Context: an optimization exercise on an open-source flow, tuned for small area and a short achievable clock period. The choices shown serve that exercise and are no tape-out recipe. Function was checked by simulation only, so behaviour that the tests miss may differ from the original.

==> inputs of v25 <==
// ProcessadorPipeline
module ProcessadorPipeline(
	clk,
	rst,
	imem_rdata,
	dmem_rdata,
	imem_addr,
	dmem_addr,
	dmem_wdata,
	dmem_we,
	dmem_re,
	wb_we,
	wb_reg,
	wb_data
);
Settings: LEC_CHECK=0, ABC_AREA=1, ABC_CLOCK_PERIOD_IN_PS=19000, CAP_MARGIN=20, CORE_MARGIN=2, CORE_UTILIZATION=40, PLACE_DENSITY=0.55, SLEW_MARGIN=20; clock period 95.0 ns.
standard.sh (not shown) runs the stock make flow with config.mk's settings and CLKGATE_MAP_FILE= SYNTH_SCRIPT=/design/flow/synth_recipe.tcl, a recipe that flattens the netlist after the stock synthesis.
==> flow/flow/run.sh <==
#!/bin/bash
set -euo pipefail
cd "$(dirname "${BASH_SOURCE[0]}")/.."
margin=$(python3 -c "print(round(${FLOW_PERIOD_NS} - 20.3, 3))")
bash standard.sh SETUP_SLACK_MARGIN="${margin}" finish > flow_make.log 2>&1
==> v38 (differences from v25) <==
--- a/flow/design.v
+++ b/flow/design.v
@@ -1,99 +1,99 @@
 module DivStageID (
     input  wire [31:0] P,     
     input  wire [31:0] D,     
     input  wire [33:0] D3,    
     output wire [31:0] Po,
-    output wire [11:0] q
+    output wire [9:0] q
 );
   wire [1:0] t2 = P[31:30];
   wire [2:0] e1_2 = {1'b0,t2} - {1'b0,D[1:0]};
   wire g1_2 = (~|D[31:2]) & ~e1_2[2];
   wire [2:0] e2_2 = {1'b0,t2} - {1'b0,{D[0:0],1'b0}};
   wire [2:0] e3_2 = {1'b0,t2} - {1'b0,D3[1:0]};
   wire g2_2 = (~|D[31:1]) & ~e2_2[2];
   wire g3_2 = (~|D3[33:2]) & ~e3_2[2];
-  assign q[11] = g2_2;
-  assign q[10] = g3_2 | (g1_2 & ~g2_2);
+  assign q[9] = g2_2;
+  assign q[8] = g3_2 | (g1_2 & ~g2_2);
   wire [1:0] r2 = g3_2 ? e3_2[1:0] : g2_2 ? e2_2[1:0] : g1_2 ? e1_2[1:0] : t2;
   wire [31:0] p2 = {r2, P[29:0]};
   wire [3:0] t4 = p2[31:28];
   wire [4:0] e1_4 = {1'b0,t4} - {1'b0,D[3:0]};
   wire g1_4 = (~|D[31:4]) & ~e1_4[4];
   wire [4:0] e2_4 = {1'b0,t4} - {1'b0,{D[2:0],1'b0}};
   wire [4:0] e3_4 = {1'b0,t4} - {1'b0,D3[3:0]};
   wire g2_4 = (~|D[31:3]) & ~e2_4[4];
   wire g3_4 = (~|D3[33:4]) & ~e3_4[4];
-  assign q[9] = g2_4;
-  assign q[8] = g3_4 | (g1_4 & ~g2_4);
+  assign q[7] = g2_4;
+  assign q[6] = g3_4 | (g1_4 & ~g2_4);
   wire [3:0] r4 = g3_4 ? e3_4[3:0] : g2_4 ? e2_4[3:0] : g1_4 ? e1_4[3:0] : t4;
   wire [31:0] p4 = {r4, p2[27:0]};
   wire [5:0] t6 = p4[31:26];
   wire [6:0] e1_6 = {1'b0,t6} - {1'b0,D[5:0]};
   wire g1_6 = (~|D[31:6]) & ~e1_6[6];
   wire [6:0] e2_6 = {1'b0,t6} - {1'b0,{D[4:0],1'b0}};
   wire [6:0] e3_6 = {1'b0,t6} - {1'b0,D3[5:0]};
   wire g2_6 = (~|D[31:5]) & ~e2_6[6];
   wire g3_6 = (~|D3[33:6]) & ~e3_6[6];
-  assign q[7] = g2_6;
-  assign q[6] = g3_6 | (g1_6 & ~g2_6);
+  assign q[5] = g2_6;
+  assign q[4] = g3_6 | (g1_6 & ~g2_6);
   wire [5:0] r6 = g3_6 ? e3_6[5:0] : g2_6 ? e2_6[5:0] : g1_6 ? e1_6[5:0] : t6;
   wire [31:0] p6 = {r6, p4[25:0]};
   wire [7:0] t8 = p6[31:24];
   wire [8:0] e1_8 = {1'b0,t8} - {1'b0,D[7:0]};
   wire g1_8 = (~|D[31:8]) & ~e1_8[8];
   wire [8:0] e2_8 = {1'b0,t8} - {1'b0,{D[6:0],1'b0}};
   wire [8:0] e3_8 = {1'b0,t8} - {1'b0,D3[7:0]};
   wire g2_8 = (~|D[31:7]) & ~e2_8[8];
   wire g3_8 = (~|D3[33:8]) & ~e3_8[8];
-  assign q[5] = g2_8;
-  assign q[4] = g3_8 | (g1_8 & ~g2_8);
+  assign q[3] = g2_8;
+  assign q[2] = g3_8 | (g1_8 & ~g2_8);
   wire [7:0] r8 = g3_8 ? e3_8[7:0] : g2_8 ? e2_8[7:0] : g1_8 ? e1_8[7:0] : t8;
   wire [31:0] p8 = {r8, p6[23:0]};
   wire [9:0] t10 = p8[31:22];
   wire [10:0] e1_10 = {1'b0,t10} - {1'b0,D[9:0]};
   wire g1_10 = (~|D[31:10]) & ~e1_10[10];
   wire [10:0] e2_10 = {1'b0,t10} - {1'b0,{D[8:0],1'b0}};
   wire [10:0] e3_10 = {1'b0,t10} - {1'b0,D3[9:0]};
   wire g2_10 = (~|D[31:9]) & ~e2_10[10];
   wire g3_10 = (~|D3[33:10]) & ~e3_10[10];
-  assign q[3] = g2_10;
-  assign q[2] = g3_10 | (g1_10 & ~g2_10);
+  assign q[1] = g2_10;
+  assign q[0] = g3_10 | (g1_10 & ~g2_10);
   wire [9:0] r10 = g3_10 ? e3_10[9:0] : g2_10 ? e2_10[9:0] : g1_10 ? e1_10[9:0] : t10;
   wire [31:0] p10 = {r10, p8[21:0]};
-  wire [11:0] t12 = p10[31:20];
-  wire [12:0] e1_12 = {1'b0,t12} - {1'b0,D[11:0]};
-  wire g1_12 = (~|D[31:12]) & ~e1_12[12];
-  wire [12:0] e2_12 = {1'b0,t12} - {1'b0,{D[10:0],1'b0}};
-  wire [12:0] e3_12 = {1'b0,t12} - {1'b0,D3[11:0]};
-  wire g2_12 = (~|D[31:11]) & ~e2_12[12];
-  wire g3_12 = (~|D3[33:12]) & ~e3_12[12];
-  assign q[1] = g2_12;
-  assign q[0] = g3_12 | (g1_12 & ~g2_12);
-  wire [11:0] r12 = g3_12 ? e3_12[11:0] : g2_12 ? e2_12[11:0] : g1_12 ? e1_12[11:0] : t12;
-  wire [31:0] p12 = {r12, p10[19:0]};
-  assign Po = p12;
+  assign Po = p10;
 endmodule
 module DivStageEX (
     input  wire [31:0] P,     
     input  wire [31:0] D,     
     input  wire [33:0] D3,    
     output wire [31:0] Po,
-    output wire [9:0] q
+    output wire [11:0] q
 );
-  wire [13:0] t14 = P[31:18];
+  wire [11:0] t12 = P[31:20];
+  wire [12:0] e1_12 = {1'b0,t12} - {1'b0,D[11:0]};
+  wire g1_12 = (~|D[31:12]) & ~e1_12[12];
+  wire [12:0] e2_12 = {1'b0,t12} - {1'b0,{D[10:0],1'b0}};
+  wire [12:0] e3_12 = {1'b0,t12} - {1'b0,D3[11:0]};
+  wire g2_12 = (~|D[31:11]) & ~e2_12[12];
+  wire g3_12 = (~|D3[33:12]) & ~e3_12[12];
+  assign q[11] = g2_12;
+  assign q[10] = g3_12 | (g1_12 & ~g2_12);
+  wire [11:0] r12 = g3_12 ? e3_12[11:0] : g2_12 ? e2_12[11:0] : g1_12 ? e1_12[11:0] : t12;
+  wire [31:0] p12 = {r12, P[19:0]};
+  wire [13:0] t14 = p12[31:18];
   wire [14:0] e1_14 = {1'b0,t14} - {1'b0,D[13:0]};
   wire g1_14 = (~|D[31:14]) & ~e1_14[14];
   wire [14:0] e2_14 = {1'b0,t14} - {1'b0,{D[12:0],1'b0}};
   wire [14:0] e3_14 = {1'b0,t14} - {1'b0,D3[13:0]};
   wire g2_14 = (~|D[31:13]) & ~e2_14[14];
   wire g3_14 = (~|D3[33:14]) & ~e3_14[14];
   assign q[9] = g2_14;
   assign q[8] = g3_14 | (g1_14 & ~g2_14);
   wire [13:0] r14 = g3_14 ? e3_14[13:0] : g2_14 ? e2_14[13:0] : g1_14 ? e1_14[13:0] : t14;
-  wire [31:0] p14 = {r14, P[17:0]};
+  wire [31:0] p14 = {r14, p12[17:0]};
   wire [15:0] t16 = p14[31:16];
   wire [16:0] e1_16 = {1'b0,t16} - {1'b0,D[15:0]};
   wire g1_16 = (~|D[31:16]) & ~e1_16[16];
   wire [16:0] e2_16 = {1'b0,t16} - {1'b0,{D[14:0],1'b0}};
   wire [16:0] e3_16 = {1'b0,t16} - {1'b0,D3[15:0]};
   wire g2_16 = (~|D[31:15]) & ~e2_16[16];
@@ -1033,13 +1033,13 @@
 output wire	[31:0] wb_data;
 localparam LW_1 = 5'd0,  LW_2 = 5'd1,  LW_3 = 5'd2,  SW_1 = 5'd3,  SW_2 = 5'd4,
            MOV  = 5'd5,  ADD  = 5'd6,  SUB  = 5'd7,  MUL  = 5'd8,  DIV  = 5'd9,
            AND  = 5'd10, OR   = 5'd11, SHL  = 5'd12, SHR  = 5'd13, CMP  = 5'd14,
            NOT  = 5'd15, JR   = 5'd16, JPC  = 5'd17, BRFL = 5'd18, CALL = 5'd19,
            RET  = 5'd20, NOP  = 5'd21;
-localparam QID = 12, QEX = 10;
+localparam QID = 10, QEX = 12;
 reg  [7:0]  pc;            
 reg  [7:0]  f_pc;          
 reg  [4:0]  f_op;
 reg  [4:0]  f_rb, f_rd;
 reg  [15:0] f_imm;
 reg  [31:0] x_a;           
==> summary.txt <==
- Against v38, the final cell count of v25 is smaller by about 1%.
- Of v38 and v25, v38 has the higher maximum frequency (gap about 0.24%, measured against v25).
- Against v38, the routed wire length of v25 is larger by about 2%.
- Between v25 and v38, the lower non-clock buffer count is in v38 (gap 4).
- v25 produced a clean layout. v38 ran to the end with no violations.
- Of v38 and v25, v25 has the higher hold slack (gap 0.0053 ns).


==> trial 22 <==
Another version of the RTL of ProcessadorPipeline (not shown whole).
export LEC_CHECK = 0
export ABC_CLOCK_PERIOD_IN_PS = 19000
export CAP_MARGIN = 20
export CORE_MARGIN = 2
export CORE_UTILIZATION = 40
export PLACE_DENSITY = 0.55
export SLEW_MARGIN = 20
create_clock -name core_clock -period 95.0 [get_ports {clk}]
==> flow/flow/run.sh <==
#!/bin/bash
set -euo pipefail
cd "$(dirname "${BASH_SOURCE[0]}")/.."
margin=$(python3 -c "print(round(${FLOW_PERIOD_NS} - 20.0, 3))")
bash standard.sh SETUP_SLACK_MARGIN="${margin}" finish > flow_make.log 2>&1
==> inputs of trial 37, as changes to trial 22 <==
--- a/flow/design.v
+++ b/flow/design.v
@@ -196,17 +196,17 @@
   wire g2_32 = (~|D[31:31]) & ~e2_32[32];
   wire g3_32 = (~|D3[33:32]) & ~e3_32[32];
   assign q[1] = g2_32;
   assign q[0] = g3_32 | (g1_32 & ~g2_32);
   wire [31:0] r32 = g3_32 ? e3_32[31:0] : g2_32 ? e2_32[31:0] : g1_32 ? e1_32[31:0] : t32;
   wire [31:0] p32 = r32;
   assign Po = p32;
 endmodule
-module mul32(input [31:0] a, input [31:0] b, output [31:0] p);
+module mul32(input [31:0] a, input [31:0] b, output [31:0] x0, output [31:0] x1);   
   wire neg0 = b[1];
   wire one0 = b[0] ^ 1'b0;
   wire two0 = (b[1] & ~b[0] & ~1'b0) | (~b[1] & b[0] & 1'b0);
   wire pp0_0 = ((one0 & a[0]) | (two0 & 1'b0)) ^ neg0;
   wire pp0_1 = ((one0 & a[1]) | (two0 & a[0])) ^ neg0;
   wire pp0_2 = ((one0 & a[2]) | (two0 & a[1])) ^ neg0;
   wire pp0_3 = ((one0 & a[3]) | (two0 & a[2])) ^ neg0;
   wire pp0_4 = ((one0 & a[4]) | (two0 & a[3])) ^ neg0;
@@ -997,19 +997,18 @@
   wire s473 = c412 ^ s413 ^ s351;
   wire c474 = (c412 & s413) | (c412 & s351) | (s413 & s351);
   wire s475 = c414 ^ s415 ^ s355;
   wire c476 = (c414 & s415) | (c414 & s355) | (s415 & s355);
   wire s477 = c416 ^ s417 ^ s359;
   wire c478 = (c416 & s417) | (c416 & s359) | (s417 & s359);
   wire s479 = c418 ^ s419 ^ s363;
   wire c480 = (c418 & s419) | (c418 & s363) | (s419 & s363);
-  wire [31:0] x0 = {c478,c476,c474,c472,c470,c468,c466,c464,c462,c460,c458,c456,c454,c452,c450,c448,c446,c444,c442,c440,c438,c436,c434,c432,c430,c428,c426,c424,c422,s421,pp0_1,pp0_0};
-  wire [31:0] x1 = {s479,s477,s475,s473,s471,s469,s467,s465,s463,s461,s459,s457,s455,s453,s451,s449,s447,s445,s443,s441,s439,s437,s435,s433,s431,s429,s427,s425,s423,neg1,1'b0,neg0};
-  assign p = x0 + x1;
+  assign x0 = {c478,c476,c474,c472,c470,c468,c466,c464,c462,c460,c458,c456,c454,c452,c450,c448,c446,c444,c442,c440,c438,c436,c434,c432,c430,c428,c426,c424,c422,s421,pp0_1,pp0_0};
+  assign x1 = {s479,s477,s475,s473,s471,s469,s467,s465,s463,s461,s459,s457,s455,s453,s451,s449,s447,s445,s443,s441,s439,s437,s435,s433,s431,s429,s427,s425,s423,neg1,1'b0,neg0};
 endmodule
 module ProcessadorPipeline(
 	clk,
 	rst,
 	imem_rdata,
 	dmem_rdata,
 	imem_addr,
 	dmem_addr,
@@ -1126,27 +1125,29 @@
 	x_imm <= d_div ? {{(16-QID){1'b0}}, div_q1} : f_imm;
 	x_d3  <= b_mag3;
 	x_sgn <= ra[31] ^ rb[31];
 	x_bz  <= (rb == 32'd0);
 end
 wire [31:0] div_p2;
 wire [QEX-1:0] div_q2;
 DivStageEX u_div2 (.P(x_a), .D(x_b), .D3(x_d3), .Po(div_p2), .q(div_q2));
-wire [31:0] prod;
-mul32 u_mul (.a(x_a), .b(x_b), .p(prod));
+wire [31:0] mul_x0, mul_x1;
+mul32 u_mul (.a(x_a), .b(x_b), .x0(mul_x0), .x1(mul_x1));
 wire        is_sub = (x_op == SUB);
-wire [31:0] sum    = x_a + (is_sub ? ~x_b : x_b) + {31'b0, is_sub};
+wire        is_mul = (x_op == MUL);
+wire [31:0] add_a  = is_mul ? mul_x0 : x_a;
+wire [31:0] add_b  = is_mul ? mul_x1 : is_sub ? ~x_b : x_b;
+wire [31:0] sum    = add_a + add_b + {31'b0, is_sub};
 wire [31:0] shl    = (|x_b[31:5]) ? 32'b0 : (x_a << x_b[4:0]);
 reg  [31:0] alu;
 always @(*) begin
 	case (x_op)
-		LW_1, SW_1, ADD, SUB: alu = sum;
+		LW_1, SW_1, ADD, SUB, MUL: alu = sum;
 		MOV:                  alu = {22'b0, x_a[4:0], x_b[4:0]};
-		MUL:                  alu = prod;
 		DIV:                  alu = div_p2;
 		AND:                  alu = x_a & x_b;
 		OR:                   alu = x_a | x_b;
 		SHL:                  alu = shl;
 		NOT:                  alu = ~x_a;
 		LW_2, LW_3, SW_2, CALL: alu = x_a;
 		default:              alu = 32'b0;    
 	endcase
==> flow/flow/run.sh (replaced) <==
#!/bin/bash
set -euo pipefail
cd "$(dirname "${BASH_SOURCE[0]}")/.."
margin=$(python3 -c "print(round(${FLOW_PERIOD_NS} - 20.3, 3))")
bash standard.sh SETUP_SLACK_MARGIN="${margin}" finish > flow_make.log 2>&1
==> flow/config.mk (replaced) <==
export PLATFORM = sky130hd
export DESIGN_NAME = ProcessadorPipeline
export DESIGN_NICKNAME = ProcessadorPipeline
export VERILOG_FILES = /design/flow/design.v
export SDC_FILE = /design/flow/constraint.sdc
export NUM_CORES = 4
export LEC_CHECK = 0
export ABC_AREA = 1
export ABC_CLOCK_PERIOD_IN_PS = 19000
export CAP_MARGIN = 20
export CORE_MARGIN = 2
export CORE_UTILIZATION = 40
export PLACE_DENSITY = 0.55
export SLEW_MARGIN = 20
==> inputs of trial 49, as changes to trial 22 <==
--- a/flow/design.v
+++ b/flow/design.v
@@ -196,17 +196,17 @@
   wire g2_32 = (~|D[31:31]) & ~e2_32[32];
   wire g3_32 = (~|D3[33:32]) & ~e3_32[32];
   assign q[1] = g2_32;
   assign q[0] = g3_32 | (g1_32 & ~g2_32);
   wire [31:0] r32 = g3_32 ? e3_32[31:0] : g2_32 ? e2_32[31:0] : g1_32 ? e1_32[31:0] : t32;
   wire [31:0] p32 = r32;
   assign Po = p32;
 endmodule
-module mul32(input [31:0] a, input [31:0] b, output [31:0] p);
+module mul32(input [31:0] a, input [31:0] b, output [31:0] x0, output [31:0] x1);   
   wire neg0 = b[1];
   wire one0 = b[0] ^ 1'b0;
   wire two0 = (b[1] & ~b[0] & ~1'b0) | (~b[1] & b[0] & 1'b0);
   wire pp0_0 = ((one0 & a[0]) | (two0 & 1'b0)) ^ neg0;
   wire pp0_1 = ((one0 & a[1]) | (two0 & a[0])) ^ neg0;
   wire pp0_2 = ((one0 & a[2]) | (two0 & a[1])) ^ neg0;
   wire pp0_3 = ((one0 & a[3]) | (two0 & a[2])) ^ neg0;
   wire pp0_4 = ((one0 & a[4]) | (two0 & a[3])) ^ neg0;
@@ -997,19 +997,18 @@
   wire s473 = c412 ^ s413 ^ s351;
   wire c474 = (c412 & s413) | (c412 & s351) | (s413 & s351);
   wire s475 = c414 ^ s415 ^ s355;
   wire c476 = (c414 & s415) | (c414 & s355) | (s415 & s355);
   wire s477 = c416 ^ s417 ^ s359;
   wire c478 = (c416 & s417) | (c416 & s359) | (s417 & s359);
   wire s479 = c418 ^ s419 ^ s363;
   wire c480 = (c418 & s419) | (c418 & s363) | (s419 & s363);
-  wire [31:0] x0 = {c478,c476,c474,c472,c470,c468,c466,c464,c462,c460,c458,c456,c454,c452,c450,c448,c446,c444,c442,c440,c438,c436,c434,c432,c430,c428,c426,c424,c422,s421,pp0_1,pp0_0};
-  wire [31:0] x1 = {s479,s477,s475,s473,s471,s469,s467,s465,s463,s461,s459,s457,s455,s453,s451,s449,s447,s445,s443,s441,s439,s437,s435,s433,s431,s429,s427,s425,s423,neg1,1'b0,neg0};
-  assign p = x0 + x1;
+  assign x0 = {c478,c476,c474,c472,c470,c468,c466,c464,c462,c460,c458,c456,c454,c452,c450,c448,c446,c444,c442,c440,c438,c436,c434,c432,c430,c428,c426,c424,c422,s421,pp0_1,pp0_0};
+  assign x1 = {s479,s477,s475,s473,s471,s469,s467,s465,s463,s461,s459,s457,s455,s453,s451,s449,s447,s445,s443,s441,s439,s437,s435,s433,s431,s429,s427,s425,s423,neg1,1'b0,neg0};
 endmodule
 module ProcessadorPipeline(
 	clk,
 	rst,
 	imem_rdata,
 	dmem_rdata,
 	imem_addr,
 	dmem_addr,
@@ -1055,16 +1054,21 @@
 reg  [31:0] m_d;
 reg  [33:0] m_d3;
 reg  [QID+QEX-1:0] m_q;
 reg  [4:0]  m_rd;
 reg         m_we, m_mr, m_mw, m_div, m_sgn, m_bz;
 reg  [31:0] w_data;
 reg  [4:0]  w_rd;
 reg         w_we;
+reg  [31:0] o_wdata;
+reg  [4:0]  o_wreg;
+reg  [7:0]  o_daddr;
+reg         m_sx0, m_sx1, m_sx2;
+reg         m_sel;
 reg  [31:0] rf [1:31];
 reg         rst_q;
 assign imem_addr = pc;
 always @(posedge clk) begin
 	if (rst) begin
 		pc    <= 8'd0;
 		f_op  <= 5'b11111;
 	end else begin
@@ -1126,27 +1130,29 @@
 	x_imm <= d_div ? {{(16-QID){1'b0}}, div_q1} : f_imm;
 	x_d3  <= b_mag3;
 	x_sgn <= ra[31] ^ rb[31];
 	x_bz  <= (rb == 32'd0);
 end
 wire [31:0] div_p2;
 wire [QEX-1:0] div_q2;
 DivStageEX u_div2 (.P(x_a), .D(x_b), .D3(x_d3), .Po(div_p2), .q(div_q2));
-wire [31:0] prod;
-mul32 u_mul (.a(x_a), .b(x_b), .p(prod));
+wire [31:0] mul_x0, mul_x1;
+mul32 u_mul (.a(x_a), .b(x_b), .x0(mul_x0), .x1(mul_x1));
 wire        is_sub = (x_op == SUB);
-wire [31:0] sum    = x_a + (is_sub ? ~x_b : x_b) + {31'b0, is_sub};
+wire        is_mul = (x_op == MUL);
+wire [31:0] add_a  = is_mul ? mul_x0 : x_a;
+wire [31:0] add_b  = is_mul ? mul_x1 : is_sub ? ~x_b : x_b;
+wire [31:0] sum    = add_a + add_b + {31'b0, is_sub};
 wire [31:0] shl    = (|x_b[31:5]) ? 32'b0 : (x_a << x_b[4:0]);
 reg  [31:0] alu;
 always @(*) begin
 	case (x_op)
-		LW_1, SW_1, ADD, SUB: alu = sum;
+		LW_1, SW_1, ADD, SUB, MUL: alu = sum;
 		MOV:                  alu = {22'b0, x_a[4:0], x_b[4:0]};
-		MUL:                  alu = prod;
 		DIV:                  alu = div_p2;
 		AND:                  alu = x_a & x_b;
 		OR:                   alu = x_a | x_b;
 		SHL:                  alu = shl;
 		NOT:                  alu = ~x_a;
 		LW_2, LW_3, SW_2, CALL: alu = x_a;
 		default:              alu = 32'b0;    
 	endcase
@@ -1157,45 +1163,53 @@
 		m_mr <= 1'b0;
 		m_mw <= 1'b0;
 	end else begin
 		m_we <= x_we;
 		m_mr <= x_mr;
 		m_mw <= x_mw;
 	end
 	m_res <= alu;
+	o_daddr <= rst ? 8'd0 : alu[7:0];
 	m_imm <= x_imm;
+	m_sx0 <= x_imm[15];
+	m_sx1 <= rst ? 1'b0 : x_imm[15];
+	m_sx2 <= rst ? 1'b1 : x_imm[15];
+	m_sel <= x_mr;
 	m_rd  <= x_rd;
 	m_div <= (x_op == DIV);
 	m_d   <= x_b;
 	m_d3  <= x_d3;
 	m_q   <= {x_imm[QID-1:0], div_q2};
 	m_sgn <= x_sgn;
 	m_bz  <= x_bz;
 end
-assign dmem_addr  = m_res[7:0];
-assign dmem_wdata = {{16{m_imm[15]}}, m_imm};
+assign dmem_addr  = o_daddr;
+assign dmem_wdata = {{5{m_sx2}}, {5{m_sx1}}, {6{m_sx0}}, m_imm};
 assign dmem_we    = m_mw;
 assign dmem_re    = m_mr;
 wire [31:0] div_p3;
 wire [31-QID-QEX:0] div_q3;
 DivStageMEM u_div3 (.P(m_res), .D(m_d), .D3(m_d3), .Po(div_p3), .q(div_q3));
 wire [31:0] quo = {m_q, div_q3};
 wire [31:0] div_res = m_bz ? 32'b0 : m_sgn ? -quo : quo;
+wire [31:0] wb_next = m_sel ? dmem_rdata : m_div ? div_res : m_res;
 always @(posedge clk) begin
 	if (rst)
 		w_we <= 1'b0;
 	else
 		w_we <= m_we;
 	w_rd   <= m_rd;
-	w_data <= m_mr ? dmem_rdata : m_div ? div_res : m_res;
+	w_data <= wb_next;
+	o_wreg  <= rst ? 5'd0 : m_rd;
+	o_wdata <= rst ? 32'd0 : wb_next;
 end
 assign wb_we   = w_we;
-assign wb_reg  = w_rd;
-assign wb_data = w_data;
+assign wb_reg  = o_wreg;
+assign wb_data = o_wdata;
 integer k;
 always @(posedge clk) begin
 	rst_q <= rst;
 	for (k = 1; k < 32; k = k + 1)
 		if (rst_q || (w_we && w_rd == k))
 			rf[k] <= rst_q ? 32'b0 : w_data;
 end
 endmodule
==> flow/flow/run.sh (replaced) <==
#!/bin/bash
set -euo pipefail
cd "$(dirname "${BASH_SOURCE[0]}")/.."
margin=$(python3 -c "print(round(${FLOW_PERIOD_NS} - 20.8, 3))")
bash standard.sh SETUP_SLACK_MARGIN="${margin}" finish > flow_make.log 2>&1
==> flow/config.mk (replaced) <==
export PLATFORM = sky130hd
export DESIGN_NAME = ProcessadorPipeline
export DESIGN_NICKNAME = ProcessadorPipeline
export VERILOG_FILES = /design/flow/design.v
export SDC_FILE = /design/flow/constraint.sdc
export NUM_CORES = 4
export LEC_CHECK = 0
export ABC_AREA = 1
export ABC_CLOCK_PERIOD_IN_PS = 19000
export CAP_MARGIN = 20
export CORE_MARGIN = 2
export CORE_UTILIZATION = 40
export CTS_CLUSTER_DIAMETER = 100
export CTS_CLUSTER_SIZE = 20
export PLACE_DENSITY = 0.55
export SLEW_MARGIN = 20
==> notes <==
- The highest clock-buffer cell count belongs to trial 37, the lowest to trial 49.
- The lowest hold slack belongs to trial 37, the highest to trial 49.
- In synthesized cell count, trial 49 and trial 37 hardly differ.
==> figures <==
| metric | trial 37 | trial 22 | trial 49 |
|---|---|---|---|
| Result of the run | finished clean | finished clean | finished clean |
| Final cycle utilization of the critical path | 21.63% | 21.58% | 21.85% |
| Yosys reg bits | 1353 | 1353 | 1401 |
| FF-to-FF Start | f_rd[0] | m_d[1] | x_b[28] |
| Number of clock-tree buffers in the layout | 200 | 187 | 137 |
| Total number of multi-input combinational cells | 10460 | 10050 | 10400 |
| Termination of the worst setup path | wb_data[19] | wb_data[30] | dmem_wdata[4] |
| Met2 wirelength from detailed routing | 227400 µm | 255500 µm | 231500 µm |
| Count of H-tree levels built during CTS | 4 | 4 | 3 |
| Adder-Cell Fraction of Synth Area | 14.85% | 15.01% | 14.69% |

re-timing with driven ports:
How much do the figures lean on ideal ports? The routed layouts below were timed once more, with nothing changed but the port constraints.
Step 1, drivers: a clkbuf_16 drives clk and a buf_2 each remaining input, both assumed.
Step 2 moves the port delays by t, midway between the first and last clock arrival at a register: inputs arrive t later, outputs are due t later. That takes back most of the time a late clock gives input paths.
Three values: ideal ports, drivers, drivers and shift; two values: the first two.
| run | t, ns | setup slack, ns | clock arrival spread, ns | worst slew at a driven data input, ns | cell pins on the clock port's net |
|---|---|---|---|---|---|
| v25 | 0.980 | 74.491 / 74.396 / 74.412 | 0.105 / 0.106 | 0.07 | 1 |
| v38 | 0.937 | 74.539 / 74.449 / 74.177 | 0.115 / 0.116 | 0.10 | 1 |
| trial 22 | 0.936 | 74.497 / 74.396 / 74.379 | 0.175 / 0.176 | 0.08 | 1 |
| trial 37 | 0.942 | 74.454 / 74.367 / 74.464 | 0.127 / 0.127 | 0.06 | 1 |
| trial 49 | 0.942 | 74.244 / 74.151 / 74.144 | 0.149 / 0.149 | 0.08 | 1 |
After both steps every run listed still meets setup and hold. For v38, which loses most, drivers alone change the setup slack by -0.090 ns; drivers and shift together by -0.362 ns.
